Background: an optimization exercise with open tools, aiming at small area. Do not read the settings as production practice.
Where RTL was checked, it was by simulation tests only, not by an equivalence proof against the original.
No functional check of the RTL was part of runs 1 to 3 and 5.
The clock cells of runs 5 and 6 come from the design's own scripts or RTL, not from TritonCTS.
The flow treats the clock pin as an ideal source. Dropping or thinning the clock tree relies on that and would not hold on a real chip.
Power is estimated from default activity; no workload was simulated.

==> design/flow/design.v <==
module timer(clk, rst, timedClk);
  input clk, rst;
  output reg timedClk;
  reg [31:0] counter;
  always_ff @(posedge clk) begin
    if (rst) begin
      counter <= 32'd0;
      timedClk <= 1'd0;
    end else begin
      counter++;
      if (counter == 32'd24999999) begin
        timedClk <= 1'd1;
        counter <= 32'd0;
      end else begin
        timedClk <= 1'd0;
      end
    end
  end
endmodule
module traffic_light #(parameter ID = 0) (clk, rst, attention, preset, preset_add, force_red, preferential, leds, lgreen);
  input clk, rst;
  input attention, preferential;
  input preset, preset_add, force_red;
  output lgreen;
  output [0:2] leds;
  localparam [2:0] S_INIT   = 3'd0,
                   S_PRESET = 3'd1,
                   S_ADD    = 3'd2,
                   S_ATT    = 3'd3,
                   S_GREEN  = 3'd4,
                   S_YELLOW = 3'd5,
                   S_RED    = 3'd6;
  reg [2:0] st, st_n;
  reg [8:0] c;
  reg [6:0] tgt;
  reg clr, inc;
  wire go = (ID == 0) ? c[0] :
            (ID == 1) ? c[3] :
            (ID == 2) ? (c[3] & c[2] & c[1] & c[0]) :
                        (c[4] & c[2] & c[1]);
  wire dec = ~c[0];
  always @* begin
    st_n = st;
    clr = 1'b0;
    inc = 1'b1;
    case (st)
      S_INIT:
        if (go) begin
          st_n = preset ? S_PRESET : S_GREEN;
          clr = 1'b1;
        end
      S_PRESET:
        if (!preset) begin
          st_n = S_GREEN;
          clr = 1'b1;
        end else if (preset_add) begin
          st_n = S_ADD;
        end
      S_ADD:
        if (!preset_add) st_n = S_PRESET;
      S_GREEN:
        if (dec) begin
          if (force_red) begin
            st_n = S_RED; clr = 1'b1;
          end else if (attention) begin
            st_n = S_ATT; clr = 1'b1;
          end else if (c[8:1] == {tgt, 1'b0}) begin
            st_n = S_YELLOW; clr = 1'b1;
          end
        end
      S_YELLOW:
        if (dec) begin
          if (force_red) begin
            st_n = S_RED; clr = 1'b1;
          end else if (attention && c[1] && !c[2]) begin
            st_n = S_ATT; clr = 1'b1;
          end else if (c[1] && c[2]) begin
            st_n = S_RED; clr = 1'b1;
          end
        end
      S_RED:
        if (dec) begin
          if (force_red) begin
            inc = 1'b0;
          end else if (attention) begin
            st_n = S_ATT; clr = 1'b1;
          end else if (c[2]) begin
            st_n = S_GREEN; clr = 1'b1;
          end
        end
      S_ATT:
        if (dec && c[1]) begin
          st_n = S_YELLOW; clr = 1'b1;
        end
      default: ;
    endcase
  end
  localparam NR = (ID == 0) ? 1 : (ID == 3) ? 5 : 4;
  wire [8:0] c_n = clr ? 9'd0 : c + {8'd0, inc};
  always @(posedge clk, posedge rst) begin
    if (rst) begin
      st <= S_INIT;
      c[NR-1:0] <= {NR{1'b0}};
    end else begin
      st <= st_n;
      c[NR-1:0] <= c_n[NR-1:0];
    end
  end
  always @(posedge clk) c[8:NR] <= c_n[8:NR];
  wire add5 = ((st == S_INIT) & go & preferential) | (st == S_ADD);
  always @(posedge clk, posedge rst) begin
    if (rst) tgt <= 7'd15;
    else tgt <= tgt + (add5 ? 7'd5 : 7'd0);
  end
  assign leds = {st == S_GREEN, st == S_YELLOW, st == S_RED};
  assign lgreen = (st == S_ADD);
endmodule
module top_level(clk, rst, attention, preset, preset_adds, force_reds, preferentials, ltfs, lgreen);
  input clk, rst;
  input attention;
  input preset;
  input [3:0] preset_adds, force_reds, preferentials;
  output [11:0] ltfs;
  output [3:0] lgreen;
  traffic_light #(.ID(0)) tl1(.clk(clk), .rst(rst), .attention(attention), .preset(preset), .preset_add(preset_adds[0]), .force_red(force_reds[0]), .preferential(preferentials[0]), .leds(ltfs[2:0]), .lgreen(lgreen[0]));
  traffic_light #(.ID(1)) tl2(.clk(clk), .rst(rst), .attention(attention), .preset(preset), .preset_add(preset_adds[1]), .force_red(force_reds[1]), .preferential(preferentials[1]), .leds(ltfs[5:3]), .lgreen(lgreen[1]));
  traffic_light #(.ID(2)) tl3(.clk(clk), .rst(rst), .attention(attention), .preset(preset), .preset_add(preset_adds[2]), .force_red(force_reds[2]), .preferential(preferentials[2]), .leds(ltfs[8:6]), .lgreen(lgreen[2]));
  traffic_light #(.ID(3)) tl4(.clk(clk), .rst(rst), .attention(attention), .preset(preset), .preset_add(preset_adds[3]), .force_red(force_reds[3]), .preferential(preferentials[3]), .leds(ltfs[11:9]), .lgreen(lgreen[3]));
endmodule
==> design/flow/flow/run.sh <==
#!/bin/bash
set -e
export BUFFER_PORTS_ARGS="-buffer_cell sky130_fd_sc_hd__buf_1"
export CTS_ARGS="-sink_clustering_enable -repair_clock_nets -sink_clustering_size 40 -sink_clustering_max_diameter 300 -buf_list sky130_fd_sc_hd__clkbuf_8 -root_buf sky130_fd_sc_hd__clkbuf_8 -dont_use_dummy_load"
bash standard.sh > standard.log 2>&1
==> design/flow/standard.sh <==
#!/bin/bash
# synth_recipe.tcl (not shown) runs the flow's synth.tcl, then flattens the netlist and writes it again
# the make line also repeats each setting of config.mk as NAME=value (left out here)
make -C /OpenROAD-flow-scripts/flow DESIGN_CONFIG=/design/flow/config.mk WORK_HOME=/design/flow/orfs CLKGATE_MAP_FILE= SYNTH_SCRIPT=/design/flow/synth_recipe.tcl "${@:-finish}"
==> design/flow/config.mk <==
export PLATFORM = sky130hd
export DESIGN_NAME = top_level
export DESIGN_NICKNAME = top_level
export VERILOG_FILES = /design/flow/design.v
export SDC_FILE = /design/flow/constraint.sdc
export NUM_CORES = 4
export LEC_CHECK = 0
export CAP_MARGIN = 20
export CORE_MARGIN = 2
export CORE_UTILIZATION = 40
export SLEW_MARGIN = 20
==> design/flow/constraint.sdc <==
create_clock -name core_clock -period 20.0 [get_ports {clk}]
set_input_delay 4.0000 -clock core_clock [delete_from_list [all_inputs] [get_ports {clk}]]
set_output_delay 4.0000 -clock core_clock [all_outputs]
set_load 0.01 [all_outputs]
==> out/summary.txt, run 1 <==
FFs w/ async S/R, synth -> 71.1%
CTS hold repair buffers -> 0
# fillers -> 1174
Setup TNS -> 0 ps
R2R depth -> 10
worst-path cell chain -> nor2b_1 > and2_1 > buf_1
most common cell after layout, fill and taps aside -> nor2_1
number of enable flip-flop cells after synthesis -> 0
number of global-route vias before repair -> 3734
crit path capture type -> primary output
Worst Path Max Fanout -> 21
Die Span Y -> 114 um
DR vias -> 3896
commonest non-fill, non-tap cells in the layout -> nor2_1 (53), xor2_1 (52), a21oi_1 (39)
layout net count -> 598
crit-path max cell delay -> 700 ps
largest net degree at the start of global routing -> 55
fmax -> 174 MHz
critical path arrival -> 1760 ps
Global Route Usage Sum -> 16.8%
max-cap viol count -> 0
IO Count -> 32
Slew Limit Fails -> 0
Synth Flop Type -> dfrtp_1
Distinct cells, synth -> 63
Synthesis Warnings -> 4
layout cells sized above 1 -> 6.63%
Worst-Skew Late Latency -> 370 ps
core area -> 0.0120 mm2
total wire length -> 10.3 mm
Initial Utilization -> 40.7%
sequential share of the synthesized area -> 37.2%
CTS tree -> done
Final period util -> 28.8%
cell count after synthesis -> 551
Final GP Congestion -> 0.800
Final ANT Viol Nets -> 0
pre-CTS setup slack -> 13980 ps
H-tree depth -> 3
Antenna diodes -> 0
Least-Margin Pin Slew -> 908 ps
CP startpoint kind -> flop
Crit-path slowest cell -> dfrtp_1
syn_nets -> 589
initial antenna violation count -> 0
hpwl dp -> 7.19 mm
drt first pass iters -> 4
CTS Buffer Depth -> 2
Pwr per Cell Area -> 149 mW/mm2
synthesized area per cell -> 8.83 um2
setup bufs post-CTS -> 0
cts bufs inserted -> 9
routed len/inst -> 14.6 um
Slew HR -> 39.5%
worst setup margin -> 14240 ps
HP Class -> reg -> reg
Worst EP required -> 16000 ps
worst vdd ir -> 0.0465 mV
critical path class -> reg -> out
post-cts sizing count -> 0
Fin. Hold Viols -> 0
Vias/cell -> 5.53
final setup violating endpoints -> 0
RSZ-0062 raised after global routing -> false
Tmin final -> 5760 ps
Final Skew -> 12.6 ps
status -> timing/DRC/antenna clean
Syn-to-layout area delta -> 5.66%
Seq cells post-synth -> 76
Die W -> 114 um
mapped cell area -> 0.00487 mm2
port bufs -> 31
first-pass GRT wire length -> 17.8 mm
Initial DRC Count -> 404
Hold Path Depth -> 1
Worst-path clk slew -> 70 ps
DRC Markers -> 0
row count -> 40
clk sink count -> 76
Die Area -> 0.0131 mm2
Pleak -> 2.20 nW
root buffer cell -> clkbuf_8
total global routing overflow -> 0
-- synth_stat cells, types with 9 or more instances --
master / number / area [um2]
nand2b_1: 9 / 56.3
clkbuf_1: 18 / 67.6
nand2_1: 33 / 124
inv_1: 23 / 86.3
dfstp_2: 16 / 420
nor3_1: 12 / 60.1
a21oi_1: 39 / 195
dfxtp_1: 22 / 440
ha_1: 22 / 275
nor2_1: 53 / 199
nand3_1: 18 / 90.1
o21ai_0: 27 / 135
xor2_1: 52 / 455
nor4_1: 12 / 75.1
and3_1: 11 / 68.8
xnor2_1: 24 / 210
dfrtp_1: 38 / 951
-- final timing paths --
kind,slack [ps],start,end
setup / recovery,14240,tl3.st[2],ltfs[6]
hold / removal,490,tl4.tgt[6],tl4.tgt[6]
setup reg to reg,17490,tl4.st[1],tl4.c[8]
hold reg to reg,490,tl4.tgt[6],tl4.tgt[6]
max in group asynchronous,15730,rst,tl2.tgt[4]
min in group asynchronous,3790,rst,tl3.c[3]
-- stage by stage --
stage | hold WS [ps] | utilization [%] | cells | instance area, um2 | power (mW)
global route | 515 | 43.0 | 705 | 5140 | 0.840
floorplan | 461 | - | 551 | 4870 | 0.602
detailed placement | 476 | 41.9 | 696 | 5020 | 0.675
finish | 488 | 43.0 | 705 | 5140 | 0.764
global placement | 477 | 41.9 | 696 | 5020 | 0.666
CTS | 490 | 43.0 | 705 | 5140 | 0.771
-- state kept, by name, indices dropped and copies added (netlist names), 7 cells and up --
name	flops
tl1.c	9
tl2.c	9
tl3.c	9
tl4.c	9
tl1.tgt	7
tl2.tgt	7
tl3.tgt	7
tl4.tgt	7
-- critical path: cells and delay by family (launching register included) --
kind | cells | cell delay, ps
simple gates | 2 | 540
flops | 1 | 700
buf+inv | 1 | 160
-- metal layers --
layer	routed length, um	GRT usage, %
met2	4870	26.9
met4	101	7.07
met5	0	0
met3	383	2.96
met1	4950	22.4
-- logic make-up after synthesis --
logic type      share of synthesized area, %
flops                                   37.2
fa+ha+maj                               5.66
mux                                    0.849
xor+xnor                                13.7
compound gates                          17.9
simple gates                            19.5
buf+inv                                 5.14
-- cell type report --
cell class / instances / area [um2] / area share [%]
Clock buffer: 9 / 124 / 2.41
Inverter: 23 / 86.3 / 1.68
Multi-Input combinational cell: 417 / 2800 / 54.5
Sequential cell: 76 / 1810 / 35.2
Tap cell: 147 / 184 / 3.58
Timing Repair Buffer: 33 / 131 / 2.56
-- power by group --
group          internal (mW)  total, mW  switching, mW
combinational          0.159      0.346          0.187
clock                 0.0402     0.0923         0.0521
sequential             0.220      0.326          0.106
==> run 2: changes to the inputs <==
==> design/flow/flow/run.sh (replaced) <==
#!/bin/bash
set -e
export BUFFER_PORTS_ARGS="-buffer_cell sky130_fd_sc_hd__buf_1"
export CTS_ARGS="-repair_clock_nets -buf_list sky130_fd_sc_hd__clkbuf_16 -root_buf sky130_fd_sc_hd__clkbuf_16 -dont_use_dummy_load"
bash standard.sh > standard.log 2>&1
==> run 2 against run 1 <==
Critical path depth did not move. Wire length barely moved. Clock skew fell by 1.7 ps. Via count rose by 0.44%. Combinational power barely moved. Sequential power barely moved. Utilization rose by 0.85 points. Synthesized cell count did not move. Die area did not move. Area after synthesis did not move. Setup slack improved by 19 ps. Largest cell class unchanged. Largest power group unchanged.
==> out/summary.txt, run 2 <==
Worst-path clk slew -> 50 ps (was 70 ps)
DRC Markers -> 0 (unchanged)
simple-gate share of the synthesized area -> 19.5% (unchanged)
worst vdd ir -> 0.0505 mV (was 0.0465 mV)
Die Span Y -> 114 um (unchanged)
Crit-path slowest cell -> dfrtp_1 (unchanged)
Antenna diodes -> 0 (unchanged)
Worst path top cell family by delay -> flip-flops (unchanged)
number of global-route vias before repair -> 3728 (was 3734)
Final GP Congestion -> 0.800 (unchanged)
Synthesis Warnings -> 4 (unchanged)
Final period util -> 28.7% (was 28.8%)
worst-path cell chain -> nor2b_1 > and2_1 > buf_1 (unchanged)
largest family of logic cells by synthesized area -> simple AND/OR/NAND/NOR gates (unchanged)
Die W -> 114 um (unchanged)
crit path buf inv count -> 1 (unchanged)
Setup TNS -> 0 ps (unchanged)
row count -> 40 (unchanged)
Synth Flop Type -> dfrtp_1 (unchanged)
root buffer cell -> clkbuf_16 (was clkbuf_8)
CP startpoint kind -> flop (unchanged)
Compound-Gate Fraction of Synth Area -> 17.9% (unchanged)
Slew Limit Fails -> 0 (unchanged)
layout net count -> 598 (unchanged)
Worst EP required -> 16000 ps (about the same)
Final ANT Viol Nets -> 0 (unchanged)
cell count after synthesis -> 551 (unchanged)
initial antenna violation count -> 0 (unchanged)
first-pass GRT wire length -> 17.8 mm (about the same)
port bufs -> 31 (unchanged)
post-synthesis xor/xnor area fraction -> 13.7% (unchanged)
fin area -> 0.00524 mm2 (was 0.00514 mm2)
Vias/cell -> 5.55 (was 5.53)
cts bufs inserted -> 9 (unchanged)
most common cell in the netlist -> nor2_1 (unchanged)
Seq cells post-synth -> 76 (unchanged)
fmax -> 174 MHz (about the same)
syn_nets -> 589 (unchanged)
number of enable flip-flop cells after synthesis -> 0 (unchanged)
sequential share of the synthesized area -> 37.2% (unchanged)
Final Skew -> 10.9 ps (was 12.6 ps)
Fin. Hold Viols -> 0 (unchanged)
Worst Path Max Fanout -> 21 (unchanged)
synthesized area per cell -> 8.83 um2 (unchanged)
DR vias -> 3913 (was 3896)
routed len/inst -> 14.6 um (about the same)
Distinct cells, synth -> 63 (unchanged)
largest area contributor in the netlist -> dfrtp_1 (unchanged)
total global routing overflow -> 0 (unchanged)
Pwr per Cell Area -> 154 mW/mm2 (was 149 mW/mm2)
core area -> 0.0120 mm2 (unchanged)
mapped cell area -> 0.00487 mm2 (unchanged)
critical path class -> reg -> out (unchanged)
Slew HR -> 38.9% (was 39.5%)
status -> timing/DRC/antenna clean (unchanged)
setup bufs post-CTS -> 0 (unchanged)
largest net degree at the start of global routing -> 55 (unchanged)
H-tree depth -> 3 (unchanged)
Global Route Usage Sum -> 17.0% (was 16.8%)
IO Count -> 32 (unchanged)
Synth top area share -> 19.5% (unchanged)
total wire length -> 10.3 mm (about the same)
Least-Margin Pin Slew -> 917 ps (was 908 ps)
largest cells by area after synthesis -> dfrtp_1 (20%), xor2_1 (9.4%), dfxtp_1 (9.1%), dfstp_2 (8.6%), ha_1 (5.7%) (unchanged)
placed cell areas -> 0.00502 mm2 (unchanged)
FFs w/ async S/R, synth -> 71.1% (unchanged)
hold slack -> 486 ps (was 488 ps)
Pleak -> 2.25 nW (was 2.20 nW)
Tmin final -> 5740 ps (was 5760 ps)
CTS hold repair buffers -> 0 (unchanged)
HP Class -> reg -> reg (unchanged)
max-cap viol count -> 0 (unchanged)
RSZ-0062 raised after global routing -> false (unchanged)
post-cts sizing count -> 0 (unchanged)
most instantiated cells after synthesis -> nor2_1 (53), xor2_1 (52), a21oi_1 (39), dfrtp_1 (38), nand2_1 (33) (unchanged)
Worst-Skew Late Latency -> 340 ps (was 370 ps)
Syn-to-layout area delta -> 7.74% (was 5.66%)
layout cells sized above 1 -> 6.63% (unchanged)
critical path arrival -> 1740 ps (was 1760 ps)
commonest non-fill, non-tap cells in the layout -> nor2_1 (53), xor2_1 (52), a21oi_1 (39) (unchanged)
final setup violating endpoints -> 0 (unchanged)
CTS tree -> done (unchanged)
post-synthesis mux area share -> 0.849% (unchanged)
Initial DRC Count -> 364 (was 404)
crit-path max cell delay -> 690 ps (was 700 ps)
Die Area -> 0.0131 mm2 (unchanged)
most common cell after layout, fill and taps aside -> nor2_1 (unchanged)
CTS Buffer Depth -> 2 (unchanged)
crit path capture type -> primary output (unchanged)
Initial Utilization -> 40.7% (unchanged)
clk sink count -> 76 (unchanged)
Synth Area in Adders -> 5.66% (unchanged)
drt first pass iters -> 4 (unchanged)
hpwl dp -> 7.19 mm (unchanged)
[run 2: changes by cell type in the layout (fill, tap and decap cells not counted)]
cell / change
clkbuf_16: +9
clkbuf_8: -9
[run 2: logic make-up after synthesis]
family,count (synthesis)
DFF,76
and+or+nand+nor,185
AOI/OAI and AO/OA,130
xor gates and xnor gates,76
adders and majority gates,22
muxes,4
buffers and inverters,58
[run 2: worst paths after layout]
kind                       startpoint    endpoint  slack, ps  cells after the start
hold reg to reg            tl4.tgt[6]  tl4.tgt[6]        490                      1
min in group asynchronous         rst    tl3.c[3]       3830                      3
setup reg to reg            tl4.st[1]    tl4.c[8]      17490                     10
hold / removal             tl4.tgt[6]  tl4.tgt[6]        490                      1
setup / recovery            tl3.st[2]     ltfs[6]      14260                      3
max in group asynchronous         rst  tl2.tgt[4]      15700                      3
[run 2: routing by layer]
metal | part of all wire [%] | track usage [%]
met1 | 48 | 22.4
met4 | 0.99 | 5.12
met5 | 0 | 0
met3 | 3.8 | 5.03
met2 | 47 | 27.0
[run 2: report_power, final]
group | switching (mW) | internal [mW] | total, mW
Sequential | 0.106 | 0.220 | 0.326
Combinational | 0.187 | 0.159 | 0.346
Clock | 0.0559 | 0.0788 | 0.135
[run 2: area by class of cell]
| class | instances | area [um2] |
|---|---|---|
| Fill cell | 1161 | 6720 |
| Multi-Input combinational cell | 417 | 2800 |
| Sequential cell | 76 | 1810 |
| Clock buffer | 9 | 225 |
| Tap cell | 147 | 184 |
| Timing Repair Buffer | 33 | 131 |
| Inverter | 23 | 86.3 |
[run 2: through the flow]
step,util [%],power [mW],setup slack [ps],std cells
floorplan,-,0.602,14480,551
global placement,41.9,0.666,14030,696
detailed placement,41.9,0.675,13980,696
CTS,43.8,0.816,14240,705
global route,43.8,0.886,14100,705
finish,43.8,0.807,14260,705
==> run 3: changes to the inputs <==
==> design/flow/flow/run.sh (replaced) <==
#!/bin/bash
set -e
export BUFFER_PORTS_ARGS="-buffer_cell sky130_fd_sc_hd__buf_1"
export CTS_ARGS="-sink_clustering_enable -repair_clock_nets -sink_clustering_size 100 -sink_clustering_max_diameter 500 -sink_clustering_levels 1 -buf_list sky130_fd_sc_hd__clkbuf_8 -root_buf sky130_fd_sc_hd__clkbuf_8 -dont_use_dummy_load"
bash standard.sh > standard.log 2>&1
==> run 3 against run 2 <==
Maximum frequency shrank 0.32%. Utilization shrank 0.85 points. Die area is the same. Non-clock buffer count is the same. Combinational power is essentially flat. Clock skew grew 1.7 ps. Total power shrank 5.4%. Sequential power is essentially flat. Critical endpoint unchanged. Largest power group unchanged.
==> out/summary.txt, run 3 <==
met2 Use GR -> 26.9% (was 27.0%)
routed len/inst -> 14.6 um (about the same)
Vias/cell -> 5.53 (was 5.55)
post-cts sizing count -> 0 (unchanged)
root buffer cell -> clkbuf_8 (was clkbuf_16)
layout net count -> 598 (unchanged)
FFs w/ async S/R, synth -> 71.1% (unchanged)
critical path arrival -> 1760 ps (was 1740 ps)
Die W -> 114 um (unchanged)
first-pass GRT wire length -> 17.8 mm (about the same)
max-cap viol count -> 0 (unchanged)
Worst EP required -> 16000 ps (about the same)
GR Util met1 -> 22.4% (about the same)
Initial Utilization -> 40.7% (unchanged)
commonest non-fill, non-tap cells in the layout -> nor2_1 (53), xor2_1 (52), a21oi_1 (39) (unchanged)
sequential share of the synthesized area -> 37.2% (unchanged)
most instantiated cells after synthesis -> nor2_1 (53), xor2_1 (52), a21oi_1 (39), dfrtp_1 (38), nand2_1 (33) (unchanged)
Worst-Skew Late Latency -> 370 ps (was 340 ps)
R2R Setup Slk -> 17490 ps (about the same)
clk sink count -> 76 (unchanged)
CP startpoint kind -> flop (unchanged)
Final period util -> 28.8% (was 28.7%)
Slew HR -> 39.5% (was 38.9%)
number of enable flip-flop cells after synthesis -> 0 (unchanged)
worst setup margin -> 14240 ps (was 14260 ps)
largest area contributor in the netlist -> dfrtp_1 (unchanged)
Syn-to-layout area delta -> 5.66% (was 7.74%)
HP Class -> reg -> reg (unchanged)
Die Area -> 0.0131 mm2 (unchanged)
number of global-route vias before repair -> 3734 (was 3728)
largest net degree at the start of global routing -> 55 (unchanged)
Initial DRC Count -> 404 (was 364)
IO Count -> 32 (unchanged)
setup bufs post-CTS -> 0 (unchanged)
Final ANT Viol Nets -> 0 (unchanged)
cell count after synthesis -> 551 (unchanged)
H-tree depth -> 3 (unchanged)
met3 GRT Util -> 2.96% (was 5.03%)
status -> timing/DRC/antenna clean (unchanged)
most common cell after layout, fill and taps aside -> nor2_1 (unchanged)
final setup violating endpoints -> 0 (unchanged)
Synthesis Warnings -> 4 (unchanged)
Register Area -> 0.00181 mm2 (unchanged)
Fin. Hold Viols -> 0 (unchanged)
most common cell in the netlist -> nor2_1 (unchanged)
total wire length -> 10.3 mm (about the same)
Final Skew -> 12.6 ps (was 10.9 ps)
Worst-path clk slew -> 70 ps (was 50 ps)
port bufs -> 31 (unchanged)
fmax -> 174 MHz (about the same)
Setup TNS -> 0 ps (unchanged)
pre-CTS setup slack -> 13980 ps (unchanged)
GR peak layer -> met2 (unchanged)
DR vias -> 3896 (was 3913)
critical path class -> reg -> out (unchanged)
total global routing overflow -> 0 (unchanged)
hpwl dp -> 7.19 mm (unchanged)
total power -> 0.764 mW (was 0.807 mW)
CTS Buffer Depth -> 2 (unchanged)
layout cells sized above 1 -> 6.63% (unchanged)
core area -> 0.0120 mm2 (unchanged)
row count -> 40 (unchanged)
Distinct cells, synth -> 63 (unchanged)
crit path capture type -> primary output (unchanged)
CTS hold repair buffers -> 0 (unchanged)
Seq cells post-synth -> 76 (unchanged)
worst vdd ir -> 0.0465 mV (was 0.0505 mV)
synthesized area per cell -> 8.83 um2 (unchanged)
DRC Markers -> 0 (unchanged)
Tmin final -> 5760 ps (was 5740 ps)
Synth top area share -> 19.5% (unchanged)
multi-input logic area -> 0.00280 mm2 (unchanged)
mapped cell area -> 0.00487 mm2 (unchanged)
Pwr per Cell Area -> 149 mW/mm2 (was 154 mW/mm2)
CTS tree -> done (unchanged)
Antenna diodes -> 0 (unchanged)
drt first pass iters -> 4 (unchanged)
Final GP Congestion -> 0.800 (unchanged)
Synth Flop Type -> dfrtp_1 (unchanged)
# fillers -> 1174 (was 1161)
Slew Limit Fails -> 0 (unchanged)
syn_nets -> 589 (unchanged)
Worst Path Max Fanout -> 21 (unchanged)
Global Route Usage Sum -> 16.8% (was 17.0%)
Pleak -> 2.20 nW (was 2.25 nW)
Least-Margin Pin Slew -> 908 ps (was 917 ps)
Die Span Y -> 114 um (unchanged)
RSZ-0062 raised after global routing -> false (unchanged)
cts bufs inserted -> 9 (unchanged)
initial antenna violation count -> 0 (unchanged)
largest cells by area after synthesis -> dfrtp_1 (20%), xor2_1 (9.4%), dfxtp_1 (9.1%), dfstp_2 (8.6%), ha_1 (5.7%) (unchanged)
## run 3: cell count changes in the layout (fill, tap and decap cells not counted)
cell       before  now
clkbuf_16       9    0
clkbuf_8        0    9
## run 3: metal layers
layer	wire, um	vias up
met3	383	8
li1	-	1960
met1	4950	1860
met4	101	0
met2	4870	68
met5	0	-
## run 3: cell families (layout without fill, tap and decap cells)
kind of cell             after synthesis  in the layout  synth area share, %
flip-flops                            76             76                 37.2
adder cells (fa/ha/maj)               22             22                 5.66
AO/OA/AOI/OAI                        130            130                 17.9
multiplexers                           4              4                0.849
XOR/XNOR                              76             76                 13.7
AND/OR/NAND/NOR                      185            185                 19.5
buffers and inverters                 58             65                 5.14
## run 3: where the power goes
part	switching, mW	internal (mW)
clock network	0.0521	0.0402
registers	0.106	0.220
logic	0.187	0.159
## run 3: final timing paths
| kind | start | end | cells after the start |
|---|---|---|---|
| worst max-delay path | tl3.st[2] | ltfs[6] | 3 |
| worst min-delay path | tl4.tgt[6] | tl4.tgt[6] | 1 |
| worst max register to register | tl4.st[1] | tl4.c[8] | 10 |
| worst min register to register | tl4.tgt[6] | tl4.tgt[6] | 1 |
| max in group asynchronous | rst | tl2.tgt[4] | 3 |
| min in group asynchronous | rst | tl3.c[3] | 3 |
## run 3: cell type report
cell class / count / area share (%)
inverter: 23 / 1.68
tap: 147 / 3.58
timing repair buffer: 33 / 2.56
sequential: 76 / 35.2
clock buffer: 9 / 2.41
multi-input combinational: 417 / 54.5
## run 3: through the flow
step / utilization [%] / hold slack (ps) / cell area, um2 / std cells
5_1_grt: 43.0 / 515 / 5140 / 705
6_report: 43.0 / 488 / 5140 / 705
3_5_place_dp: 41.9 / 476 / 5020 / 696
2_1_floorplan: - / 461 / 4870 / 551
4_1_cts: 43.0 / 490 / 5140 / 705
3_3_place_gp: 41.9 / 477 / 5020 / 696
## run 3: critical path: stages, from the launching register on
cell,delay [ps]
dfrtp_1,700
nor2b_1,330
and2_1,210
buf_1,160
==> run 4: changes to the inputs <==
--- a/design/flow/design.v
+++ b/design/flow/design.v
@@ -34,5 +34,5 @@
   reg [8:0] c;
   reg [6:0] tgt;
-  reg clr, inc;
+  reg clr, hold;
   wire go = (ID == 0) ? c[0] :
             (ID == 1) ? c[3] :
@@ -43,5 +43,5 @@
     st_n = st;
     clr = 1'b0;
-    inc = 1'b1;
+    hold = 1'b0;
     case (st)
       S_INIT:
@@ -82,5 +82,5 @@
         if (dec) begin
           if (force_red) begin
-            inc = 1'b0;
+            hold = 1'b1;
           end else if (attention) begin
             st_n = S_ATT; clr = 1'b1;
@@ -89,27 +89,23 @@
           end
         end
-      S_ATT:
+      default:
         if (dec && c[1]) begin
           st_n = S_YELLOW; clr = 1'b1;
         end
-      default: ;
     endcase
   end
-  localparam NR = (ID == 0) ? 1 : (ID == 3) ? 5 : 4;
-  wire [8:0] c_n = clr ? 9'd0 : c + {8'd0, inc};
   always @(posedge clk, posedge rst) begin
     if (rst) begin
       st <= S_INIT;
-      c[NR-1:0] <= {NR{1'b0}};
+      c <= 9'd0;
     end else begin
       st <= st_n;
-      c[NR-1:0] <= c_n[NR-1:0];
+      if (clr) c <= 9'd0;
+      else if (!hold) c <= c + 9'd1;
     end
   end
-  always @(posedge clk) c[8:NR] <= c_n[8:NR];
-  wire add5 = ((st == S_INIT) & go & preferential) | (st == S_ADD);
-  always @(posedge clk, posedge rst) begin
-    if (rst) tgt <= 7'd15;
-    else tgt <= tgt + (add5 ? 7'd5 : 7'd0);
+  always @(posedge clk) begin
+    if (st == S_INIT) tgt <= preferential ? 7'd20 : 7'd15;
+    else if (st == S_ADD) tgt <= tgt + 7'd5;
   end
   assign leds = {st == S_GREEN, st == S_YELLOW, st == S_RED};
==> design/flow/run.sh (new file) <==
#!/bin/bash
# synth_recipe.tcl (not shown) runs the flow's synth.tcl, then flattens the netlist and writes it again
# the make line also repeats each setting of config.mk as NAME=value (left out here)
make -C /OpenROAD-flow-scripts/flow DESIGN_CONFIG=/design/flow/config.mk WORK_HOME=/design/flow/orfs CLKGATE_MAP_FILE= SYNTH_SCRIPT=/design/flow/synth_recipe.tcl finish
removed: design/flow/flow/run.sh
removed: design/flow/standard.sh
==> run 4 against run 3 <==
Final cell count is 9.5% higher. Largest cell class unchanged. Synthesized cell count rose by 6.7%. First-iteration DRC count is 17% higher. Clock power rose by 87%. Non-clock buffer count is 1 higher. Hold slack better by 76 ps. Critical path depth did not move. Largest power group unchanged. Flip-flop and latch count is the same. Die area is 8.2% higher.
==> out/summary.txt, run 4 <==
CP startpoint kind -> flop (unchanged)
DR vias -> 4299 (was 3896)
Worst EP required -> 16000 ps (about the same)
Syn-to-layout area delta -> 12.7% (was 5.66%)
Tmin final -> 6110 ps (was 5760 ps)
most common cell in the netlist -> xor2_1 (was nor2_1)
Least-Margin Pin Slew -> 849 ps (was 908 ps)
layout net count -> 623 (was 598)
number of enable flip-flop cells after synthesis -> 28 (was 0)
fmax -> 164 MHz (was 174 MHz)
Worst Path Max Fanout -> 14 (was 21)
clk sink count -> 76 (unchanged)
Worst-Skew Late Latency -> 340 ps (was 370 ps)
CTS tree -> done (unchanged)
post-cts sizing count -> 0 (unchanged)
most common cell after layout, fill and taps aside -> xor2_1 (was nor2_1)
cell count after synthesis -> 588 (was 551)
H-tree depth -> 3 (unchanged)
Initial Utilization -> 41.3% (was 40.7%)
Seq cells post-synth -> 76 (unchanged)
Slew HR -> 43.4% (was 39.5%)
number of global-route vias before repair -> 4059 (was 3734)
R2R Setup Slk -> 17660 ps (was 17490 ps)
CTS Buffer Depth -> 2 (unchanged)
crit path buf inv count -> 2 (was 1)
critical path arrival -> 2110 ps (was 1760 ps)
row count -> 41 (was 40)
Worst-path clk slew -> 60 ps (was 70 ps)
commonest non-fill, non-tap cells in the layout -> xor2_1 (62), nor2_1 (59), dfrtp_1 (48) (was nor2_1 (53), xor2_1 (52), a21oi_1 (39))
worst-path cell chain -> inv_1 > nor3_1 > clkdlybuf4s50_1 (was nor2b_1 > and2_1 > buf_1)
placed cell areas -> 0.00564 mm2 (was 0.00502 mm2)
largest cells by area after synthesis -> dfrtp_1 (23%), edfxtp_1 (16%), xor2_1 (10%), nor2_1 (4.2%), o21ai_0 (3.3%) (was dfrtp_1 (20%), xor2_1 (9.4%), dfxtp_1 (9.1%), dfstp_2 (8.6%), ha_1 (5.7%))
core area -> 0.0128 mm2 (was 0.0120 mm2)
Pleak -> 2.48 nW (was 2.20 nW)
Synthesis Warnings -> 4 (unchanged)
Pwr per Cell Area -> 160 mW/mm2 (was 149 mW/mm2)
reg-to-reg endpoint -> tl3.c[1] (was tl4.c[8])
setup bufs post-CTS -> 0 (unchanged)
Initial DRC Count -> 471 (was 404)
Slew Limit Fails -> 0 (unchanged)
Die Span Y -> 119 um (was 114 um)
synthesized area per cell -> 8.98 um2 (was 8.83 um2)
final setup violating endpoints -> 0 (unchanged)
critical path class -> reg -> out (unchanged)
Distinct cells, synth -> 70 (was 63)
CTS hold repair buffers -> 0 (unchanged)
mapped cell area -> 0.00528 mm2 (was 0.00487 mm2)
FFs w/ async S/R, synth -> 63.2% (was 71.1%)
total wire length -> 11.5 mm (was 10.3 mm)
Synth top area share -> 22.7% (was 19.5%)
routed len/inst -> 14.9 um (was 14.6 um)
Hold Path Origin -> tl1.c[8] (was tl4.tgt[6])
HP Class -> reg -> reg (unchanged)
IO Count -> 32 (unchanged)
largest net degree at the start of global routing -> 49 (was 55)
DRC Markers -> 0 (unchanged)
initial antenna violation count -> 0 (unchanged)
Final period util -> 30.5% (was 28.8%)
Hold Path Depth -> 2 (was 1)
R2R depth -> 6 (was 10)
Vias/cell -> 5.57 (was 5.53)
worst vdd ir -> 0.0882 mV (was 0.0465 mV)
largest area contributor in the netlist -> dfrtp_1 (unchanged)
Fin. Hold Viols -> 0 (unchanged)
Synth Flop Type -> dfrtp_1 (unchanged)
status -> timing/DRC/antenna clean (unchanged)
root buffer cell -> clkbuf_16 (was clkbuf_8)
Die W -> 119 um (was 114 um)
max-cap viol count -> 0 (unchanged)
Final Skew -> 5.72 ps (was 12.6 ps)
layout cells sized above 1 -> 4.33% (was 6.63%)
Crit-path slowest cell -> clkdlybuf4s50_1 (was dfrtp_1)
drt first pass iters -> 5 (was 4)
worst r2r src -> tl3.st[1] (was tl4.st[1])
RSZ-0062 raised after global routing -> false (unchanged)
fin area -> 0.00595 mm2 (was 0.00514 mm2)
sequential share of the synthesized area -> 38.7% (was 37.2%)
Final ANT Viol Nets -> 0 (unchanged)
port bufs -> 31 (unchanged)
Global Route Usage Sum -> 17.1% (was 16.8%)
syn_nets -> 616 (was 589)
hpwl dp -> 7.83 mm (was 7.19 mm)
first-pass GRT wire length -> 19.8 mm (was 17.8 mm)
Final GP Congestion -> 0.860 (was 0.800)
Setup TNS -> 0 ps (unchanged)
Antenna diodes -> 0 (unchanged)
crit-path max cell delay -> 630 ps (was 700 ps)
cts bufs inserted -> 9 (unchanged)
hold worst-path end -> tl1.c[8] (was tl4.tgt[6])
crit path capture type -> primary output (unchanged)
total global routing overflow -> 0 (unchanged)
Worst path top cell family by delay -> buffers and inverters (was flip-flops)
Die Area -> 0.0141 mm2 (was 0.0131 mm2)
most instantiated cells after synthesis -> xor2_1 (62), nor2_1 (59), dfrtp_1 (48), nand2_1 (37), o21ai_0 (35) (was nor2_1 (53), xor2_1 (52), a21oi_1 (39), dfrtp_1 (38), nand2_1 (33))
[run 4: changes by cell type in the layout (fill, tap and decap cells not counted), sizes merged, moves of 6 or more]
cell	change
xor2	+10
xnor2	-14
edfxtp	+28
clkdlybuf4s50	+31
or3	+7
dfxtp	-22
dfrtp	+10
dfstp	-16
o21ai	+7
buf	-30
nor2	+6
o31ai	-6
ha	-10
[run 4: final cells by class]
type                            count  area [um2]
Fill cell                        1227        6820
Multi-Input combinational cell    454        2980
Sequential cell                    76        2040
Timing Repair Buffer               34         330
Clock buffer                       12         236
Tap cell                          172         215
Inverter                           20        76.3
Clock inverter                      4        73.8
[run 4: report_power, final]
| group | internal [mW] | switching (mW) |
|---|---|---|
| Clock | 0.109 | 0.0634 |
| Combinational | 0.204 | 0.219 |
| Sequential | 0.239 | 0.120 |
[run 4: cell families (layout without fill, tap and decap cells)]
group	after synthesis	after routing	share of synthesized area (%)
AND/OR/NAND/NOR	213	213	20.9
adder cells (fa/ha/maj)	12	12	2.84
AO/OA/AOI/OAI	146	146	18.4
XOR/XNOR	72	72	11.9
buffers and inverters	58	70	4.91
multiplexers	11	11	2.32
flip-flops	76	76	38.7
[run 4: metal layers]
layer	GRT usage, %	routed length [um]	vias to the layer above
met5	0	0	-
met4	3.79	120	0
met3	4.98	512	10
met2	26.1	5150	99
met1	24.0	5700	2053
li1	-	-	2137
[run 4: worst max-delay path by stage]
stage / slack (ps) / cells past startpoint / endpoint / startpoint
2_1_floorplan: 14730 / 5 / tl1.st[1] / force_reds[0]
3_3_place_gp: 13590 / 7 / tl3.c[6] / attention
3_5_place_dp: 13540 / 7 / tl3.c[2] / attention
4_1_cts: 13910 / 7 / tl3.c[2] / attention
5_1_grt: 13800 / 3 / ltfs[5] / tl2.st[2]
6_report: 13890 / 3 / ltfs[5] / tl2.st[2]
[run 4: through the flow]
step	instances	setup WS [ps]	hold WS (ps)	utilization, %	power, mW
5_1_grt	772	13800	586	46.6	1.03
6_report	772	13890	564	46.6	0.953
3_5_place_dp	755	13540	557	44.1	0.777
3_3_place_gp	755	13590	546	44.1	0.769
4_1_cts	771	13910	570	46.6	0.956
2_1_floorplan	588	14730	523	-	0.675
[run 4: worst min-delay path, delay by kind of cell (launching register included)]
| family | cells | cell delay (ps) |
|---|---|---|
| xor gates and xnor gates | 1 | 80 |
| DFF | 1 | 370 |
| and+or+nand+nor | 1 | 80 |
==> run 5: changes to the inputs <==
--- a/design/flow/design.v
+++ b/design/flow/design.v
@@ -34,5 +34,5 @@
   reg [8:0] c;
   reg [6:0] tgt;
-  reg clr, hold;
+  reg clr, inc;
   wire go = (ID == 0) ? c[0] :
             (ID == 1) ? c[3] :
@@ -43,5 +43,5 @@
     st_n = st;
     clr = 1'b0;
-    hold = 1'b0;
+    inc = 1'b1;
     case (st)
       S_INIT:
@@ -82,5 +82,5 @@
         if (dec) begin
           if (force_red) begin
-            hold = 1'b1;
+            inc = 1'b0;
           end else if (attention) begin
             st_n = S_ATT; clr = 1'b1;
@@ -89,23 +89,29 @@
           end
         end
-      default:
+      S_ATT:
         if (dec && c[1]) begin
           st_n = S_YELLOW; clr = 1'b1;
         end
+      default: ;
     endcase
   end
+  localparam NR = (ID == 0) ? 1 : (ID == 3) ? 5 : 4;
+  wire [NR:0] lo_inc = {1'b0, c[NR-1:0]} + {{NR{1'b0}}, inc};
+  wire [8-NR:0] hi_inc = c[8:NR] + {{(8-NR){1'b0}}, lo_inc[NR]};
+  wire [8:0] c_n = clr ? 9'd0 : {hi_inc, lo_inc[NR-1:0]};
   always @(posedge clk, posedge rst) begin
     if (rst) begin
       st <= S_INIT;
-      c <= 9'd0;
+      c[NR-1:0] <= {NR{1'b0}};
     end else begin
       st <= st_n;
-      if (clr) c <= 9'd0;
-      else if (!hold) c <= c + 9'd1;
+      c[NR-1:0] <= c_n[NR-1:0];
     end
   end
-  always @(posedge clk) begin
-    if (st == S_INIT) tgt <= preferential ? 7'd20 : 7'd15;
-    else if (st == S_ADD) tgt <= tgt + 7'd5;
+  always @(posedge clk) c[8:NR] <= c_n[8:NR];
+  wire add5 = ((st == S_INIT) & go & preferential) | (st == S_ADD);
+  always @(posedge clk, posedge rst) begin
+    if (rst) tgt <= 7'd15;
+    else tgt <= tgt + (add5 ? 7'd5 : 7'd0);
   end
   assign leds = {st == S_GREEN, st == S_YELLOW, st == S_RED};
==> design/flow/flow/run.sh (new file) <==
#!/bin/bash
set -e
HERE=$(cd "$(dirname "$0")" && pwd)
export BUFFER_PORTS_ARGS="-buffer_cell sky130_fd_sc_hd__buf_1"
export FLOW_CLK_BUF=sky130_fd_sc_hd__clkbuf_8
export FLOW_CLK_LEAVES=4
export PRE_CTS_TCL="$HERE/clock_root.tcl"
bash standard.sh > standard.log 2>&1
==> design/flow/flow/clock_root.tcl (new file) <==
# Run before ORFS's CTS step (as its PRE_CTS_TCL hook), in place of ORFS's
# clock_tree_synthesis, which builds a 9-buffer H-tree with dummy loads for
# these few registers. The registers are split into FLOW_CLK_LEAVES groups by
# position (halves by x, then halves by y); each group gets one clock buffer
# at its centre, and the clock port drives those buffers. Every register gets
# the clock through one buffer of the same kind, so no register's clock is
# delayed on purpose relative to another's.
set block [ord::get_db_block]
set db [ord::get_db]
set clk_net [[$block findBTerm clk] getNet]
set master [$db findMaster $::env(FLOW_CLK_BUF)]
set nleaves $::env(FLOW_CLK_LEAVES)

set sinks {}
foreach it [$clk_net getITerms] {
  set loc [[$it getInst] getLocation]
  lappend sinks [list [lindex $loc 0] [lindex $loc 1] $it]
}

# split a list of sinks into n groups: halve along x, then y, alternately
proc split_sinks {sinks n axis} {
  if {$n <= 1} { return [list $sinks] }
  set sorted [lsort -integer -index $axis $sinks]
  set n1 [expr {$n / 2}]
  set cut [expr {([llength $sorted] * $n1) / $n}]
  set a [lrange $sorted 0 [expr {$cut - 1}]]
  set b [lrange $sorted $cut end]
  set next [expr {1 - $axis}]
  return [concat [split_sinks $a $n1 $next] [split_sinks $b [expr {$n - $n1}] $next]]
}

set i 0
foreach group [split_sinks $sinks $nleaves 0] {
  set buf [odb::dbInst_create $block $master clkbuf_leaf_$i]
  set net [odb::dbNet_create $block clknet_leaf_$i]
  $net setSigType CLOCK
  set sx 0
  set sy 0
  foreach s $group {
    set sx [expr {$sx + [lindex $s 0]}]
    set sy [expr {$sy + [lindex $s 1]}]
    set it [lindex $s 2]
    $it disconnect
    $it connect $net
  }
  set n [llength $group]
  [$buf findITerm A] connect $clk_net
  [$buf findITerm X] connect $net
  $buf setLocation [expr {$sx / $n}] [expr {$sy / $n}]
  $buf setPlacementStatus PLACED
  puts "clock_root: clkbuf_leaf_$i drives $n clock pins"
  incr i
}
detailed_placement
set_propagated_clock [all_clocks]
proc clock_tree_synthesis {args} { puts "clock_tree_synthesis skipped: clock buffers inserted by clock_root.tcl" }
==> design/flow/standard.sh (new file) <==
#!/bin/bash
# synth_recipe.tcl (not shown) runs the flow's synth.tcl, then flattens the netlist and writes it again
# the make line also repeats each setting of config.mk as NAME=value (left out here)
make -C /OpenROAD-flow-scripts/flow DESIGN_CONFIG=/design/flow/config.mk WORK_HOME=/design/flow/orfs CLKGATE_MAP_FILE= SYNTH_SCRIPT=/design/flow/synth_recipe.tcl "${@:-finish}"
removed: design/flow/run.sh
==> run 5 against run 4 <==
Combinational power decreased by 12%. Still clean. Largest cell class unchanged. Critical path depth increased by 7. Register-to-register slack got worse by 530 ps. Maximum frequency increased by 7.0%. Critical endpoint is now tl3.c[8]. Sequential power decreased by 7.0%. Global-route usage decreased by 1.8 points. Total power decreased by 20%. Utilization decreased by 3.8 points.
==> out/summary.txt, run 5 <==
setup bufs post-CTS -> 0 (unchanged)
layout cells sized above 1 -> 7.58% (was 4.33%)
initial antenna violation count -> 0 (unchanged)
Slew Limit Fails -> 0 (unchanged)
Seq cells post-synth -> 76 (unchanged)
Synth top area share -> 19.4% (was 22.7%)
largest net degree at the start of global routing -> 55 (was 49)
Die Span Y -> 115 um (was 119 um)
total wire length -> 9.87 mm (was 11.5 mm)
most common cell after layout, fill and taps aside -> xor2_1 (unchanged)
cell count after synthesis -> 533 (was 588)
status -> timing/DRC/antenna clean (unchanged)
first-pass GRT wire length -> 17.3 mm (was 19.8 mm)
total power -> 0.764 mW (was 0.953 mW)
Synthesis Warnings -> 4 (unchanged)
critical path arrival -> 5750 ps (was 2110 ps)
Worst-Skew Late Latency -> 170 ps (was 340 ps)
syn_nets -> 577 (was 616)
FFs w/ async S/R, synth -> 71.1% (was 63.2%)
drt first pass iters -> 4 (was 5)
Syn-to-layout area delta -> 4.74% (was 12.7%)
CTS hold repair buffers -> 0 (unchanged)
multi-input logic area -> 0.00286 mm2 (was 0.00298 mm2)
number of enable flip-flop cells after synthesis -> 0 (was 28)
Register Area -> 0.00181 mm2 (was 0.00204 mm2)
worst vdd ir -> 0.0588 mV (was 0.0882 mV)
Final Skew -> 6.56 ps (was 5.72 ps)
synthesized area per cell -> 9.21 um2 (was 8.98 um2)
Final GP Congestion -> 0.805 (was 0.860)
sequential share of the synthesized area -> 36.9% (was 38.7%)
Antenna diodes -> 0 (unchanged)
Slew HR -> 45.0% (was 43.4%)
post-cts sizing count -> 0 (unchanged)
final setup violating endpoints -> 0 (unchanged)
CP startpoint kind -> input port (was flop)
number of global-route vias before repair -> 3637 (was 4059)
Least-Margin Pin Slew -> 816 ps (was 849 ps)
DR vias -> 3824 (was 4299)
Final ANT Viol Nets -> 0 (unchanged)
DRC Markers -> 0 (unchanged)
largest area contributor in the netlist -> dfrtp_1 (unchanged)
Worst EP required -> 20040 ps (was 16000 ps)
Worst-path clk slew -> 120 ps (was 60 ps)
layout net count -> 587 (was 623)
Pwr per Cell Area -> 149 mW/mm2 (was 160 mW/mm2)
crit path capture type -> flop (was primary output)
Initial DRC Count -> 305 (was 471)
Die Area -> 0.0132 mm2 (was 0.0141 mm2)
Pleak -> 2.26 nW (was 2.48 nW)
most instantiated cells after synthesis -> xor2_1 (55), nor2_1 (42), dfrtp_1 (38), a21oi_1 (29), ha_1 (28) (was xor2_1 (62), nor2_1 (59), dfrtp_1 (48), nand2_1 (37), o21ai_0 (35))
Worst Path Max Fanout -> 7 (was 14)
Final period util -> 28.5% (was 30.5%)
fmax -> 175 MHz (was 164 MHz)
core area -> 0.0120 mm2 (was 0.0128 mm2)
mapped cell area -> 0.00491 mm2 (was 0.00528 mm2)
Global Route Usage Sum -> 15.3% (was 17.1%)
Tmin final -> 5710 ps (was 6110 ps)
routed len/inst -> 14.3 um (was 14.9 um)
critical path class -> in -> reg (was reg -> out)
most common cell in the netlist -> xor2_1 (unchanged)
IO Count -> 32 (unchanged)
Distinct cells, synth -> 62 (was 70)
port bufs -> 31 (unchanged)
Initial Utilization -> 40.9% (was 41.3%)
Die W -> 115 um (was 119 um)
row count -> 40 (was 41)
Vias/cell -> 5.56 (was 5.57)
Synth Flop Type -> dfrtp_1 (unchanged)
Setup TNS -> 0 ps (unchanged)
largest cells by area after synthesis -> dfrtp_1 (19%), xor2_1 (9.8%), dfxtp_1 (9.0%), dfstp_2 (8.6%), ha_1 (7.1%) (was dfrtp_1 (23%), edfxtp_1 (16%), xor2_1 (10%), nor2_1 (4.2%), o21ai_0 (3.3%))
Fin. Hold Viols -> 0 (unchanged)
# fillers -> 1185 (was 1227)
RSZ-0062 raised after global routing -> false (unchanged)
hpwl dp -> 7.11 mm (was 7.83 mm)
HP Class -> reg -> reg (unchanged)
commonest non-fill, non-tap cells in the layout -> xor2_1 (55), nor2_1 (42), dfrtp_1 (38) (was xor2_1 (62), nor2_1 (59), dfrtp_1 (48))
total global routing overflow -> 0 (unchanged)
max-cap viol count -> 0 (unchanged)
-- run 5: logic make-up (layout without fill, tap and decap cells) --
kind of cell    after synthesis  after routing  share of synthesized area (%)
xor+xnor                     69             69                           12.3
simple gates                185            185                           20.6
flops                        76             76                           36.9
buf+inv                      54             62                           4.79
fa+ha+maj                    28             28                           7.14
compound gates              108            108                           15.2
mux                          13             13                           3.03
-- run 5: per-stage QoR --
step	utilization [%]	instance area, um2	cells	worst slack (ps)	hold WS (ps)
floorplan	-	4910	533	14480	461
detailed placement	42.3	5090	684	14130	479
CTS	42.8	5140	688	14310	499
finish	42.8	5140	688	14290	497
global placement	42.3	5090	684	14150	476
global route	42.8	5140	688	14110	505
-- run 5: area by class of cell --
| class | instances | area share [%] |
|---|---|---|
| multi-input cells | 403 | 55.7 |
| well taps | 147 | 3.58 |
| plain buffers | 4 | 1.07 |
| inverters | 24 | 1.75 |
| repair buffers | 34 | 2.70 |
| flip-flops and latches | 76 | 35.2 |
-- run 5: critical path: stages --
cell      delay, ps
buf_1           250
nand3b_1        120
ha_1            230
ha_1            230
and3_1          190
ha_1            210
ha_1            210
nand3_1         110
xor2_1          150
nor3_1           50
-- run 5: power breakdown --
| part | internal (mW) | total, mW | switching [mW] |
|---|---|---|---|
| Clock | 0.0188 | 0.0584 | 0.0396 |
| Sequential | 0.224 | 0.333 | 0.110 |
| Combinational | 0.183 | 0.372 | 0.190 |
-- run 5: worst paths after layout --
check	start	to	slack, ps	depth (start not counted)
max	force_reds[2]	tl3.c[8]	14290	10
min	tl4.tgt[6]	tl4.tgt[6]	500	1
max reg2reg	tl3.st[1]	tl3.c[8]	17130	11
min reg2reg	tl4.tgt[6]	tl4.tgt[6]	500	1
max in group asynchronous	rst	tl2.c[2]	15540	3
min in group asynchronous	rst	tl4.c[0]	3990	3
-- run 5: metal layers --
layer | routed length [um] | GRT usage (%) | vias to the layer above
li1 | - | - | 1917
met1 | 4690 | 21.7 | 1844
met2 | 4690 | 26.3 | 54
met3 | 394 | 1.69 | 9
met4 | 91 | 1.45 | 0
met5 | 0 | 0 | -
==> run 6: changes to the inputs <==
--- a/design/flow/design.v
+++ b/design/flow/design.v
@@ -34,5 +34,5 @@
   reg [8:0] c;
   reg [6:0] tgt;
-  reg clr, inc;
+  reg clr, hold;
   wire go = (ID == 0) ? c[0] :
             (ID == 1) ? c[3] :
@@ -40,8 +40,9 @@
                         (c[4] & c[2] & c[1]);
   wire dec = ~c[0];
+  wire green_done = (&c[8:2]) & ~c[1];
   always @* begin
     st_n = st;
     clr = 1'b0;
-    inc = 1'b1;
+    hold = 1'b0;
     case (st)
       S_INIT:
@@ -50,13 +51,13 @@
           clr = 1'b1;
         end
-      S_PRESET:
-        if (!preset) begin
-          st_n = S_GREEN;
-          clr = 1'b1;
-        end else if (preset_add) begin
-          st_n = S_ADD;
-        end
-      S_ADD:
+      S_PRESET: begin
+        clr = 1'b1;
+        if (!preset) st_n = S_GREEN;
+        else if (preset_add) st_n = S_ADD;
+      end
+      S_ADD: begin
+        clr = 1'b1;
         if (!preset_add) st_n = S_PRESET;
+      end
       S_GREEN:
         if (dec) begin
@@ -65,5 +66,5 @@
           end else if (attention) begin
             st_n = S_ATT; clr = 1'b1;
-          end else if (c[8:1] == {tgt, 1'b0}) begin
+          end else if (green_done) begin
             st_n = S_YELLOW; clr = 1'b1;
           end
@@ -82,5 +83,5 @@
         if (dec) begin
           if (force_red) begin
-            inc = 1'b0;
+            hold = 1'b1;
           end else if (attention) begin
             st_n = S_ATT; clr = 1'b1;
@@ -96,8 +97,16 @@
     endcase
   end
+  wire add5 = ((st == S_INIT) & go & preferential) | (st == S_ADD);
+  wire [6:0] tgt_n = tgt + (add5 ? 7'd5 : 7'd0);
+  always @(posedge clk, posedge rst) begin
+    if (rst) tgt <= 7'd15;
+    else tgt <= tgt_n;
+  end
   localparam NR = (ID == 0) ? 1 : (ID == 3) ? 5 : 4;
-  wire [NR:0] lo_inc = {1'b0, c[NR-1:0]} + {{NR{1'b0}}, inc};
+  wire [NR:0] lo_inc = {1'b0, c[NR-1:0]} + {{NR{1'b0}}, ~hold};
   wire [8-NR:0] hi_inc = c[8:NR] + {{(8-NR){1'b0}}, lo_inc[NR]};
-  wire [8:0] c_n = clr ? 9'd0 : {hi_inc, lo_inc[NR-1:0]};
+  wire to_green = (st_n == S_GREEN) & (st != S_GREEN);
+  wire [8:0] c_ld = {~tgt_n[6:1], to_green & ~tgt_n[0], 2'b00};
+  wire [8:0] c_n = clr ? c_ld : {hi_inc, lo_inc[NR-1:0]};
   always @(posedge clk, posedge rst) begin
     if (rst) begin
@@ -110,9 +119,4 @@
   end
   always @(posedge clk) c[8:NR] <= c_n[8:NR];
-  wire add5 = ((st == S_INIT) & go & preferential) | (st == S_ADD);
-  always @(posedge clk, posedge rst) begin
-    if (rst) tgt <= 7'd15;
-    else tgt <= tgt + (add5 ? 7'd5 : 7'd0);
-  end
   assign leds = {st == S_GREEN, st == S_YELLOW, st == S_RED};
   assign lgreen = (st == S_ADD);
==> design/flow/flow/run.sh (replaced) <==
#!/bin/bash
set -e
HERE=$(cd "$(dirname "$0")" && pwd)
export BUFFER_PORTS_ARGS="-buffer_cell sky130_fd_sc_hd__buf_1"
export FLOW_CLK_BUF=sky130_fd_sc_hd__clkbuf_16
export FLOW_CLK_LEAVES=4
export PRE_CTS_TCL="$HERE/clock_root.tcl"
bash standard.sh > standard.log 2>&1
==> run 6 against run 5 <==
Still clean on timing, DRC and antenna. Utilization shrank 0.15 points. Cell area decreased by 5.7%. Combinational power down 19%. Wire length decreased by 2.0%. Setup slack got worse by 140 ps. Flip-flop and latch count did not move. Final cell count is 7.0% lower. Critical endpoint is now tl4.c[4]. Largest cell class unchanged.
==> out/summary.txt, run 6 <==
status -> timing/DRC/antenna clean (unchanged)
switching pwr -> 0.289 mW (was 0.339 mW)
placed cell count -> 636 (was 684)
cell count after synthesis -> 492 (was 533)
metal3 WL -> 486 um (was 394 um)
number of global-route vias before repair -> 3553 (was 3637)
Slew Limit Fails -> 0 (unchanged)
Worst path top cell family by delay -> buffers and inverters (was adder cells)
Vias/cell -> 5.58 (was 5.56)
Compound-Gate Fraction of Synth Area -> 13.9% (was 15.2%)
mapped cell area -> 0.00464 mm2 (was 0.00491 mm2)
synthesized area per cell -> 9.43 um2 (was 9.21 um2)
largest net degree at the start of global routing -> 55 (unchanged)
Distinct cells, synth -> 66 (was 62)
Die W -> 112 um (was 115 um)
Slew HR -> 48.4% (was 45.0%)
reg-to-reg endpoint -> tl4.c[8] (was tl3.c[8])
Pleak -> 2.09 nW (was 2.26 nW)
hold slack -> 471 ps (was 497 ps)
routed len/inst -> 15.1 um (was 14.3 um)
max-cap viol count -> 0 (unchanged)
Final Skew -> 2.94 ps (was 6.56 ps)
Synthesis Warnings -> 4 (unchanged)
Register Area -> 0.00181 mm2 (unchanged)
CTS hold repair buffers -> 0 (unchanged)
CP startpoint kind -> input port (unchanged)
initial antenna violation count -> 0 (unchanged)
total global routing overflow -> 0 (unchanged)
crit path buf inv count -> 2 (was 1)
RSZ-0062 raised after global routing -> false (unchanged)
simple-gate share of the synthesized area -> 19.8% (was 20.6%)
Worst EP required -> 20060 ps (was 20040 ps)
Final ANT Viol Nets -> 0 (unchanged)
Die Span Y -> 112 um (was 115 um)
R2R Setup Slk -> 17590 ps (was 17130 ps)
setup bufs post-CTS -> 0 (unchanged)
Syn-to-layout area delta -> 4.56% (was 4.74%)
Synth top area share -> 20.5% (was 19.4%)
R2R depth -> 10 (was 11)
Global Route Usage Sum -> 15.5% (was 15.3%)
largest cells by area after synthesis -> dfrtp_1 (21%), dfxtp_1 (9.5%), dfstp_2 (9.1%), ha_1 (7.8%), mux2i_1 (5.2%) (was dfrtp_1 (19%), xor2_1 (9.8%), dfxtp_1 (9.0%), dfstp_2 (8.6%), ha_1 (7.1%))
Tmin final -> 5840 ps (was 5710 ps)
commonest non-fill, non-tap cells in the layout -> nor2_1 (38), dfrtp_1 (38), buf_1 (31) (was xor2_1 (55), nor2_1 (42), dfrtp_1 (38))
post-cts sizing count -> 0 (unchanged)
hold worst-path end -> tl4.tgt[6] (unchanged)
fmax -> 171 MHz (was 175 MHz)
Synth Flop Type -> dfrtp_1 (unchanged)
Final period util -> 29.2% (was 28.5%)
Hold Path Origin -> tl4.tgt[6] (unchanged)
DR vias -> 3568 (was 3824)
# fillers -> 1131 (was 1185)
Worst-path clk slew -> 80 ps (was 120 ps)
drt first pass iters -> 5 (was 4)
multi-input logic area -> 0.00253 mm2 (was 0.00286 mm2)
layout cells sized above 1 -> 7.85% (was 7.58%)
layout net count -> 544 (was 587)
Finished Layout Cells -> 640 (was 688)
row count -> 39 (was 40)
internal power -> 0.407 mW (was 0.425 mW)
Flop pwr share -> 45.8% (was 43.6%)
top layer in use -> met4 (unchanged)
total wire length -> 9.67 mm (was 9.87 mm)
port bufs -> 31 (unchanged)
IO Count -> 32 (unchanged)
Worst-Skew Late Latency -> 140 ps (was 170 ps)
crit path capture type -> flop (unchanged)
post-synthesis mux area share -> 5.18% (was 3.03%)
Hold Path Depth -> 1 (unchanged)
largest area contributor in the netlist -> dfrtp_1 (unchanged)
sw frac -> 41.5% (was 44.3%)
Least-Margin Pin Slew -> 774 ps (was 816 ps)
DRC Markers -> 0 (unchanged)
crit-path max cell delay -> 560 ps (was 250 ps)
Clock Power Share -> 10.6% (was 7.6%)
worst r2r src -> tl4.c[2] (was tl3.st[1])
Fin. Hold Viols -> 0 (unchanged)
core area -> 0.0114 mm2 (was 0.0120 mm2)
WP depth -> 6 (was 10)
Setup TNS -> 0 ps (unchanged)
first-pass GRT wire length -> 17.0 mm (was 17.3 mm)
Initial Utilization -> 40.8% (was 40.9%)
FFs w/ async S/R, synth -> 71.1% (unchanged)
Initial DRC Count -> 304 (was 305)
WL met1 -> 4.39 mm (was 4.69 mm)
most instantiated cells after synthesis -> dfrtp_1 (38), nor2_1 (38), ha_1 (29), inv_1 (29), nand2_1 (28) (was xor2_1 (55), nor2_1 (42), dfrtp_1 (38), a21oi_1 (29), ha_1 (28))
critical path arrival -> 5900 ps (was 5750 ps)
Seq cells post-synth -> 76 (unchanged)
final setup violating endpoints -> 0 (unchanged)
Synth Area in Adders -> 7.82% (was 7.14%)
worst vdd ir -> 0.0598 mV (was 0.0588 mV)
syn_nets -> 537 (was 577)
Final GP Congestion -> 0.894 (was 0.805)
Antenna diodes -> 0 (unchanged)
largest family of logic cells by synthesized area -> simple AND/OR/NAND/NOR gates (unchanged)
Worst Path Max Fanout -> 19 (was 7)
sequential share of the synthesized area -> 39.1% (was 36.9%)
routed wl met2 -> 4.71 mm (was 4.69 mm)
number of enable flip-flop cells after synthesis -> 0 (unchanged)
Comb power frac -> 43.6% (was 48.7%)
Crit-path slowest cell -> buf_1 (unchanged)
hpwl dp -> 6.98 mm (was 7.11 mm)
Pwr per Cell Area -> 144 mW/mm2 (was 149 mW/mm2)
critical path class -> in -> reg (unchanged)
worst-path cell chain -> buf_1 > inv_1 > o21ai_0 > nor2_1 > o2111ai_2 > mux2i_1 (was buf_1 > nand3b_1 > ha_1 > ha_1 > and3_1 > ha_1 > ha_1 > nand3_1 > xor2_1 > nor3_1)
post-synthesis xor/xnor area fraction -> 7.74% (was 12.3%)
HP Class -> reg -> reg (unchanged)
Die Area -> 0.0125 mm2 (was 0.0132 mm2)
run 6: cell count changes after synthesis, sizes merged, moves of 7 or more:
cell / before / now
a21oi: 29 / 22
nor2b: 19 / 4
mux2: 9 / 0
nor3b: 9 / 2
mux2i: 4 / 24
xor2: 55 / 22
run 6: layout make-up:
type                       count  share of cell area [%]
timing repair buffer          32                    2.55
inverter                      29                    2.24
sequential                    76                    37.4
buffer                         4                    2.06
tap                          143                    3.69
multi-input combinational    356                    52.1
run 6: metrics by stage:
step	instance area, um2	total power [mW]	setup slack (ps)	utilization, %
2_1_floorplan	4640	0.559	14500	-
3_3_place_gp	4750	0.613	14100	41.8
3_5_place_dp	4750	0.624	14000	41.8
4_1_cts	4850	0.701	14170	42.7
5_1_grt	4850	0.761	13950	42.7
6_report	4850	0.696	14160	42.7
run 6: kinds of logic (layout without fill, tap and decap cells):
group / after synthesis / in the layout
flops: 76 / 76
fa+ha+maj: 29 / 29
compound gates: 93 / 93
buf+inv: 60 / 65
mux: 24 / 24
xor+xnor: 41 / 41
simple gates: 169 / 169
run 6: per-layer routing:
layer / track usage [%] / vias up
met4: 1.32 / 0
met3: 1.91 / 7
met2: 27.4 / 83
met1: 21.3 / 1716
met5: 0 / -
li1: - / 1762
run 6: worst max-delay path by stage:
stage                             start        to
after global routing          attention  tl4.c[4]
after global placement        attention  tl2.c[3]
final                         attention  tl4.c[4]
after detailed placement      attention  tl4.c[4]
after floorplan           force_reds[0]  tl1.c[2]
after CTS                     attention  tl4.c[4]
run 6: power groups by stage:
stage	Clock (mW)	Sequential, mW	Combinational, mW
after global routing	0.0823	0.333	0.346
after global placement	0	0.316	0.298
final	0.0740	0.319	0.303
after CTS	0.0777	0.317	0.307
after floorplan	0	0.267	0.292
after detailed placement	0	0.320	0.304
run 6: worst register-to-register path: cells and delay by family, from the launching register on:
kind | cells | cell delay [ps]
adders and majority gates | 2 | 430
muxes | 1 | 100
DFF | 1 | 550
and+or+nand+nor | 4 | 790
AOI/OAI and AO/OA | 2 | 210
xor gates and xnor gates | 1 | 220

[port drivers added, routing unchanged]
In the flow no input, the clock included, has a driving cell. The finished layouts below were timed again as built, in two steps.
Step 1, drivers: a clkbuf_16 drives clk and a buf_2 each remaining input, both assumed.
Step 2 moves the port delays by t, midway between the first and last clock arrival at a register: inputs arrive t later, outputs are due t later. That takes back most of the time a late clock gives input paths.
a / b / c = no drivers / after step 1 / after step 2; a / b = the first two.
run | t, ns | setup WS [ns] | hold slack, ns | worst setup path at the end | worst register clock-pin slew, ns
run 1 | 0.396 | 14.240 / 14.208 / 13.962 | 0.488 / 0.488 / 0.488 | input to register | 0.08 / 0.08
run 2 | 0.371 | 14.258 / 14.222 / 13.954 | 0.486 / 0.486 / 0.486 | input to register | 0.06 / 0.06
run 3 | 0.396 | 14.240 / 14.208 / 13.962 | 0.488 / 0.488 / 0.488 | input to register | 0.08 / 0.08
run 4 | 0.381 | 13.894 / 13.854 / 13.815 | 0.564 / 0.564 / 0.564 | input to register | 0.06 / 0.06
run 5 | 0.237 | 14.295 / 14.306 / 14.096 | 0.497 / 0.497 / 0.497 | input to register | 0.12 / 0.12
run 6 | 0.227 | 14.158 / 14.210 / 13.983 | 0.471 / 0.471 / 0.471 | input to register | 0.08 / 0.08
After both steps setup and hold are still met in every run listed. The setup slack of run 2, which loses most, moves by -0.036 ns with the drivers and by -0.304 ns with both steps.
